Source: an optimization exercise on an open RTL-to-GDS flow (aim: a short achievable clock period and few clock cycles). Production flows keep margins and buffers that such runs may drop.
Function was checked by simulation only, so behaviour that the tests miss may differ from the original.
Power figures rest on the tool's default switching activity, not on a simulated workload.

==> v19 <==
==> flow/design.v (excerpt) <==
module CPU#(parameter ADDR_BITS=12)(clk, rst, go, rom_data_out, ram_data_out, rom_addr, ram_addr,
            ram_data_in, ram_rw, led_data_in, halt);
Settings: LEC_CHECK=0, CAP_MARGIN=20, CORE_MARGIN=2, CORE_UTILIZATION=40, SLEW_MARGIN=20; clock period 10.0 ns.
standard.sh (not shown) runs the stock make flow with config.mk's settings and CLKGATE_MAP_FILE= SYNTH_SCRIPT=/design/flow/synth_recipe.tcl, a recipe that flattens the netlist after the stock synthesis.
==> flow/flow/run.sh <==
#!/bin/bash
# Own flow: the standard layout (standard synthesis included), with the
# setup repair asked to leave a larger slack margin at the design's own clock
# period and constraints, so that repair_timing keeps working below 5 ns.
set -euo pipefail
export SETUP_SLACK_MARGIN=6.8
bash standard.sh > standard_flow.log 2>&1
==> v33: changes against v19 <==
--- a/flow/design.v
+++ b/flow/design.v
@@ -12,36 +12,44 @@
     output halt;
     reg         e_valid;
     reg  [31:0] e_A, e_B, e_B2, e_Ax, e_B2x;
     reg  [4:0]  e_shamt, e_rd;
     reg         e_wr;
     reg         s_add, s_sub, s_and, s_or, s_nor, s_slt, s_sltu, s_sll, s_srl, s_sra, s_link, s_lw;
     reg         e_sw, e_br, e_bne, e_pt, e_jr, e_sys;
-    reg  [31:0] e_jrp, e_link;
+    reg  [31:0] e_jrp;
+    reg  [9:0]  e_llo;             
+    reg         e_lc;
+    wire [31:0] e_link;            
+    wire        e_jal;
     reg  [19:0] e_hi;              
     reg  [1:0]  e_b10;
     reg  [10:0] e_alo;             
     reg  [5:0]  e_adhi;            
     reg  [9:0]  e_maddr;
     reg         e_rw;
     wire        redirect;
     wire [31:0] redir_tgt;
     wire        d_redir;           
+    wire        replay;            
+    wire [19:0] d_hi;
+    wire [1:0]  d_b10;
     wire        d_taken;
     wire [10:0] d_rlo;             
     wire        stall;
     wire [31:0] e_res;
     reg  [9:0]  pc_lo;
     reg         f_abs;
     reg  [19:0] f_hi;
     reg  [1:0]  f_b10;
     reg  [5:0]  f_dhi;
     reg         f_c;
     reg  [31:0] ras;
     assign rom_addr = pc_lo;
+    wire [31:0] ras_f = e_jal ? e_link : ras;
     wire [31:0] fi = rom_data_out;
     wire [5:0]  f_op = fi[31:26];
     wire        f_isj  = (f_op == 6'd2) | (f_op == 6'd3);
     wire        f_isbr = (f_op == 6'd4) | (f_op == 6'd5);
     wire        f_isjr = (f_op == 6'd0) & (fi[5:0] == 6'd8);
     wire        f_same = (fi[25:21] == fi[20:16]);
     wire        f_pt   = f_isbr & (f_same ? ~fi[26] : (fi[15] | fi[26]));
@@ -53,14 +61,15 @@
     wire [4:0]  f_rs   = f_sys ? 5'd2 : fi[25:21];
     wire [4:0]  f_rt   = f_sys ? 5'd4 : fi[20:16];
     wire        f_eS   = d_wrn & (d_dst == f_rs);
     wire        f_eT   = d_wrn & (d_dst == f_rt);
     wire        f_wS   = e_w & (e_rd == f_rs) & ~f_eS;
     wire        f_wT   = e_w & (e_rd == f_rt) & ~f_eT;
     wire [31:0] f_oS, f_oT;
+    wire [11:0] f_rf12;            
     genvar gk;
     generate
         for (gk = 0; gk < 32; gk = gk + 1) begin : sel
             if (gk == 0) begin
                 assign f_oS[gk] = 1'b0; assign f_oT[gk] = 1'b0;
             end else begin
                 assign f_oS[gk] = (f_rs == gk) & ~f_eS & ~f_wS;
@@ -70,21 +79,23 @@
     endgenerate
     wire [10:0] f_bt   = {1'b0, pc_lo} + {1'b0, fi[9:0]} + 11'd1;
     always @(posedge clk or posedge rst) begin
         if (rst) begin
             pc_lo <= 10'd0; f_abs <= 1'b1; f_hi <= 20'd0; f_b10 <= 2'd0; f_dhi <= 6'd0; f_c <= 1'b0;
         end else if (redirect) begin
             pc_lo <= redir_tgt[11:2]; f_abs <= 1'b1; f_hi <= redir_tgt[31:12]; f_b10 <= redir_tgt[1:0];
+        end else if (replay) begin
+            pc_lo <= d_lo; f_abs <= 1'b1; f_hi <= d_hi; f_b10 <= d_b10;
         end else if (d_redir) begin
             pc_lo <= d_rlo[9:0]; f_abs <= 1'b0; f_dhi <= d_taken ? d_ir[15:10] : 6'd0; f_c <= d_rlo[10];
         end else if (!stall) begin
             if (f_isj) begin
                 pc_lo <= fi[9:0]; f_abs <= 1'b1; f_hi <= {4'b0000, fi[25:10]}; f_b10 <= 2'd0;
             end else if (f_isjr) begin
-                pc_lo <= ras[11:2]; f_abs <= 1'b1; f_hi <= ras[31:12]; f_b10 <= ras[1:0];
+                pc_lo <= ras_f[11:2]; f_abs <= 1'b1; f_hi <= ras_f[31:12]; f_b10 <= ras_f[1:0];
             end else if (f_pt) begin
                 pc_lo <= f_bt[9:0]; f_abs <= 1'b0; f_dhi <= fi[15:10]; f_c <= f_bt[10];
             end else begin
                 pc_lo <= f_seq[9:0]; f_abs <= 1'b0; f_dhi <= 6'd0; f_c <= f_seq[10];
             end
         end
     end
@@ -96,30 +107,32 @@
     reg  [1:0]  d_b10abs;
     reg  [5:0]  d_dhi;
     reg         d_c;
     reg         d_pt;
     reg  [31:0] d_jrp;
     reg         d_eS, d_eT, d_wS, d_wT, d_rs0, d_rt0;
     reg  [31:0] d_oS, d_oT;
+    reg  [11:0] d_rf12;
     always @(posedge clk) begin
-        if (rst | redirect | d_redir) d_valid <= 1'b0;
+        if (rst | redirect | d_redir | replay) d_valid <= 1'b0;
         else if (!stall) d_valid <= 1'b1;
         if (!stall) begin
             d_ir <= fi; d_lo <= pc_lo; d_abs <= f_abs; d_hiabs <= f_hi; d_b10abs <= f_b10;
-            d_dhi <= f_dhi; d_c <= f_c; d_pt <= f_pt; d_jrp <= ras;
+            d_dhi <= f_dhi; d_c <= f_c; d_pt <= f_pt; d_jrp <= ras_f;
             d_eS <= f_eS; d_eT <= f_eT; d_wS <= f_wS; d_wT <= f_wT; d_oS <= f_oS; d_oT <= f_oT;
+            d_rf12 <= f_rf12;
             d_rs0 <= (f_rs == 5'd0); d_rt0 <= (f_rt == 5'd0);
         end
     end
     reg  [19:0] last_hi;
     reg  [1:0]  last_b10;
-    wire [19:0] d_hi  = d_abs ? d_hiabs : (last_hi + {{14{d_dhi[5]}}, d_dhi} + {19'd0, d_c});
-    wire [1:0]  d_b10 = d_abs ? d_b10abs : last_b10;
+    assign      d_hi  = d_abs ? d_hiabs : (last_hi + {{14{d_dhi[5]}}, d_dhi} + {19'd0, d_c});
+    assign      d_b10 = d_abs ? d_b10abs : last_b10;
     wire [31:0] d_pc  = {d_hi, d_lo, d_b10};
-    wire [31:0] d_pc4 = d_pc + 32'd4;
+    wire [10:0] d_seq = {1'b0, d_lo} + 11'd1;
     wire [5:0] op = d_ir[31:26];
     wire [5:0] fn = d_ir[5:0];
     wire [4:0] rd = d_ir[15:11];
     wire [15:0] imm = d_ir[15:0];
     wire rtype = (op == 6'd0);
     wire i_sll  = rtype & (fn == 6'd0);
     wire i_srl  = rtype & (fn == 6'd2);
@@ -154,15 +167,14 @@
     wire [31:0] immv = {{16{sext & imm[15]}}, imm};
     wire [31:0] zk = {e_Ax[30:0] | e_B2x[30:0], 1'b0};
     wire        sum0 = ((e_Ax ^ e_B2x) == zk);
     wire        d_fast = d_valid & (i_beq | i_bne) & e_valid & e_wr & s_add &
                          ((d_eS & d_rt0) | (d_eT & d_rs0));
     assign d_taken = sum0 ^ i_bne;
     assign d_redir = d_fast & (d_taken ^ d_pt) & ~redirect;
-    wire [10:0] d_seq = {1'b0, d_lo} + 11'd1;
     wire [10:0] d_tk  = {1'b0, d_lo} + {1'b0, imm[9:0]} + 11'd1;
     assign d_rlo = d_taken ? d_tk : d_seq;
     reg  [31:0] rf [1:31];
     reg  [31:0] w_oh;              
     reg  [31:0] w_res;
     integer k;
     always @(posedge clk) begin
@@ -178,56 +190,68 @@
             rf_t = rf_t | ({32{d_oT[k]}} & rf[k]);
         end
     end
     assign e_w = e_valid & e_wr;
     wire byp_s = d_eS;
     wire byp_t = d_eT;
     wire [31:0] sum, diff, oth;
-    wire [11:0] oth12;             
+    wire [11:0] log12, sh12;       
     wire        lt, ltu;
     wire e_cadd = s_add, e_csub = s_sub, e_cslt = s_slt | s_sltu;
     wire e_coth = ~(s_add | s_sub);
     wire a_add = byp_s & e_cadd, a_sub = byp_s & e_csub, a_oth = byp_s & e_coth, a_rf = ~byp_s;
     wire bt    = byp_t & ~use_imm;
     wire b_add = byp_t & e_cadd, b_sub = byp_t & e_csub, b_oth = byp_t & e_coth, b_rf = ~byp_t;
     wire c_add = bt & e_cadd, c_sub = bt & e_csub, c_oth = bt & e_coth, c_rf = ~bt & ~use_imm;
     wire [31:0] rs_v = ({32{a_add}} & sum) | ({32{a_sub}} & diff) | ({32{a_oth}} & oth) | ({32{a_rf}} & rf_s);
     wire [31:0] rt_v = ({32{b_add}} & sum) | ({32{b_sub}} & diff) | ({32{b_oth}} & oth) | ({32{b_rf}} & rf_t);
     wire [31:0] b2_v = ({32{c_add}} & sum) | ({32{c_sub}} & diff) | ({32{c_oth}} & oth) | ({32{c_rf}} & rf_t) |
                        ({32{use_imm}} & immv);
-    wire [11:0] ad_rf  = rf_s[11:0] + imm[11:0];
-    wire [11:0] ad_oth = oth12 + imm[11:0];
+    assign replay  = d_valid & (i_lw | i_sw) & byp_s & (s_sll | s_srl | s_sra) & ~redirect;
+    reg  [11:0] f_rd12;
+    integer ka;
+    always @(*) begin
+        f_rd12 = 12'd0;
+        for (ka = 1; ka < 32; ka = ka + 1)
+            f_rd12 = f_rd12 | ({12{fi[25:21] == ka}} & (w_oh[ka] ? w_res[11:0] : rf[ka][11:0]));
+    end
+    assign f_rf12 = f_rd12;
+    wire [11:0] ad_rf  = (d_wS ? w_res[11:0] : d_rf12) + imm[11:0];
+    wire [11:0] ad_log = log12 + imm[11:0];
+    wire [11:0] ad_lw  = ram_data_out[11:0] + imm[11:0];
+    wire [11:0] ad_lnk = {e_llo, e_b10} + imm[11:0];
     wire [11:0] ad_i1  = imm[11:0] + 12'd1;
     wire [11:0] ad_slt = ((s_slt ? lt : ltu) ? ad_i1 : imm[11:0]);
     wire [11:0] cs_s   = e_A[11:0] ^ e_B2[11:0] ^ imm[11:0];
     wire [11:0] cs_c   = (e_A[11:0] & e_B2[11:0]) | (e_A[11:0] & imm[11:0]) | (e_B2[11:0] & imm[11:0]);
     wire [11:0] ad_add = cs_s + {cs_c[10:0], 1'b0};
     wire [11:0] nb     = ~e_B2[11:0];
     wire [11:0] cd_s   = e_A[11:0] ^ nb ^ imm[11:0];
     wire [11:0] cd_c   = (e_A[11:0] & nb) | (e_A[11:0] & imm[11:0]) | (nb & imm[11:0]);
     wire [11:0] ad_sub = cd_s + {cd_c[10:0], 1'b1};
     wire [11:0] d_maddr = ({12{~byp_s}} & ad_rf) | ({12{byp_s & e_cadd}} & ad_add) |
                           ({12{byp_s & e_csub}} & ad_sub) | ({12{byp_s & e_cslt}} & ad_slt) |
-                          ({12{byp_s & e_coth & ~e_cslt}} & ad_oth);
+                          ({12{byp_s & (s_and | s_or | s_nor)}} & ad_log) |
+                          ({12{byp_s & s_lw}} & ad_lw) | ({12{byp_s & s_link}} & ad_lnk);
     always @(posedge clk) begin
         if (!stall & d_valid) begin
-            last_hi <= d_hi; last_b10 <= d_b10;
+            if (!replay) begin last_hi <= d_hi; last_b10 <= d_b10; end
         end
-        if (!stall & d_valid & i_jal) ras <= d_pc4;
+        if (!stall & e_jal) ras <= e_link;
     end
     always @(posedge clk) begin
         if (rst | redirect) begin e_valid <= 1'b0; e_rw <= 1'b0; end
-        else if (!stall) begin e_valid <= d_valid; e_rw <= d_valid & i_sw; end
+        else if (!stall) begin e_valid <= d_valid & ~replay; e_rw <= d_valid & i_sw & ~replay; end
         e_A <= rs_v; e_B <= rt_v; e_B2 <= b2_v;
         e_shamt <= d_ir[10:6]; e_rd <= dst;
         e_maddr <= d_maddr[11:2];
         s_add <= i_add | i_addi | i_addiu; s_sub <= i_sub; s_and <= i_and | i_andi;
         s_or <= i_or | i_ori; s_nor <= i_nor; s_slt <= i_slt | i_slti; s_sltu <= i_sltu;
         s_sll <= i_sll; s_srl <= i_srl; s_sra <= i_sra; s_link <= i_jal; s_lw <= i_lw;
-        e_link <= d_pc4;
+        e_llo <= d_seq[9:0]; e_lc <= d_seq[10];
         if (!stall) begin
             e_wr <= wr; e_Ax <= rs_v; e_B2x <= b2_v;
             e_sw <= i_sw; e_br <= i_beq | i_bne; e_bne <= i_bne; e_pt <= d_fast ? d_taken : d_pt;
             e_jr <= i_jr; e_sys <= i_sys;
             e_hi <= d_hi; e_b10 <= d_b10;
             e_alo <= d_pt ? d_seq : d_tk; e_adhi <= d_pt ? 6'd0 : d_ir[15:10];
             e_jrp <= d_jrp;
@@ -236,19 +260,23 @@
     assign sum  = e_A + e_B2;
     assign diff = e_A - e_B2;
     assign ltu  = e_Ax < e_B2x;
     assign lt   = $signed(e_Ax) < $signed(e_B2x);
     wire [31:0] shl  = e_B2x << e_shamt;
     wire [31:0] shr  = e_B2x >> e_shamt;
     wire [31:0] sar  = $signed(e_B2x) >>> e_shamt;
-    wire [31:0] oth0 = ({32{s_and}} & (e_Ax & e_B2x)) |
-                 ({32{s_or}} & (e_Ax | e_B2x)) | ({32{s_nor}} & ~(e_Ax | e_B2x)) |
-                 ({32{s_sll}} & shl) | ({32{s_srl}} & shr) | ({32{s_sra}} & sar) |
-                 ({32{s_link}} & e_link) | ({32{s_lw}} & ram_data_out);
-    assign oth12 = oth0[11:0];
+    wire [31:0] logr = ({32{s_and}} & (e_Ax & e_B2x)) |
+                 ({32{s_or}} & (e_Ax | e_B2x)) | ({32{s_nor}} & ~(e_Ax | e_B2x));
+    wire [31:0] shr_ = ({32{s_sll}} & shl) | ({32{s_srl}} & shr) | ({32{s_sra}} & sar);
+    assign log12 = logr[11:0];
+    assign sh12  = shr_[11:0];
+    wire [19:0] lhi = e_hi + {19'd0, e_lc};
+    assign e_link = {lhi, e_llo, e_b10};
+    assign e_jal  = e_valid & s_link;
+    wire [31:0] oth0 = logr | shr_ | ({32{s_link}} & e_link) | ({32{s_lw}} & ram_data_out);
     assign oth = oth0 | ({32{s_slt}} & {31'd0, lt}) | ({32{s_sltu}} & {31'd0, ltu});
     assign e_res = ({32{s_add}} & sum) | ({32{s_sub}} & diff) | oth;
     integer j;
     always @(posedge clk) begin
         if (rst) w_oh <= 32'd0;
         else if (!stall) for (j = 0; j < 32; j = j + 1) w_oh[j] <= e_w & (e_rd == j) & (j != 0);
         if (!stall) w_res <= e_res;
==> flow_metrics.py <==
metrics = {
    "sta": {
        "max_freq_ghz": 0.256,
    },
    "cells_and_area": {
        "buffers": 911,
        "clock_area_frac": 0.0602,
    },
    "pwr": {
        "finalPower_mw": 20.6,
        "switching_share": 0.314,
        "p_int_mw": 14.1,
    },
    "logic_synthesis": {
        "synth-seq-cells": 1655,
        "synth-edff-count": 1387,
    },
    "critical_path": {
        "cp_common_cell": "a21oi_2",
    },
    "run_status": {
        "run_status": "finished clean",
    },
    "route": {
        "met1_length_mm": 132,
    },
}
-- figures above: v19

==> flow_metrics.py <==
metrics = {
    "run_status": {
        "run_status": "finished clean",
    },
    "cells_and_area": {
        "inverters": 271,
        "buffers": 975,
        "clock_area_frac": 0.0520,
    },
    "route": {
        "met1_length_mm": 154,
    },
    "sta": {
        "max_freq_ghz": 0.272,
    },
    "critical_path": {
        "cp_common_cell": "buf_6",
    },
    "pwr": {
        "p_int_mw": 14.0,
        "switching_share": 0.329,
    },
    "logic_synthesis": {
        "synth-seq-cells": 1646,
    },
}
-- figures above: v33

Testbench counts of v19, summed over its fixed seeds: cycles 72,601.
Testbench counts of v33, summed over its fixed seeds: cycles 72,897.

-- port drivers added, routing unchanged --
The flow's constraints put no driver on any port. The routed layouts listed below were extracted and timed again, unchanged, in two steps. Step 1 sets driving cells, clkbuf_16 on the clock port and buf_2 on the other inputs (assumed; they add their load-dependent delay and slew). Step 2 also shifts input and output timing later by t, the mid clock arrival at the registers, as if the neighbouring blocks saw the same clock. Three values: ideal, step 1, step 2; two values: the first two.
run	t (ns)	setup slack, ns	worst setup path after step 2	worst register clock-pin slew, ns	worst slew at a driven data input, ns
v19	0.943	6.101 / 6.101 / 5.261	input to register	0.07 / 0.07	0.09
v33	0.963	6.321 / 6.376 / 5.414	input to register	0.07 / 0.07	0.07
After both steps every run listed still meets setup and hold. For v33, which loses most, drivers alone change the setup slack by +0.055 ns; drivers and shift together by -0.907 ns.
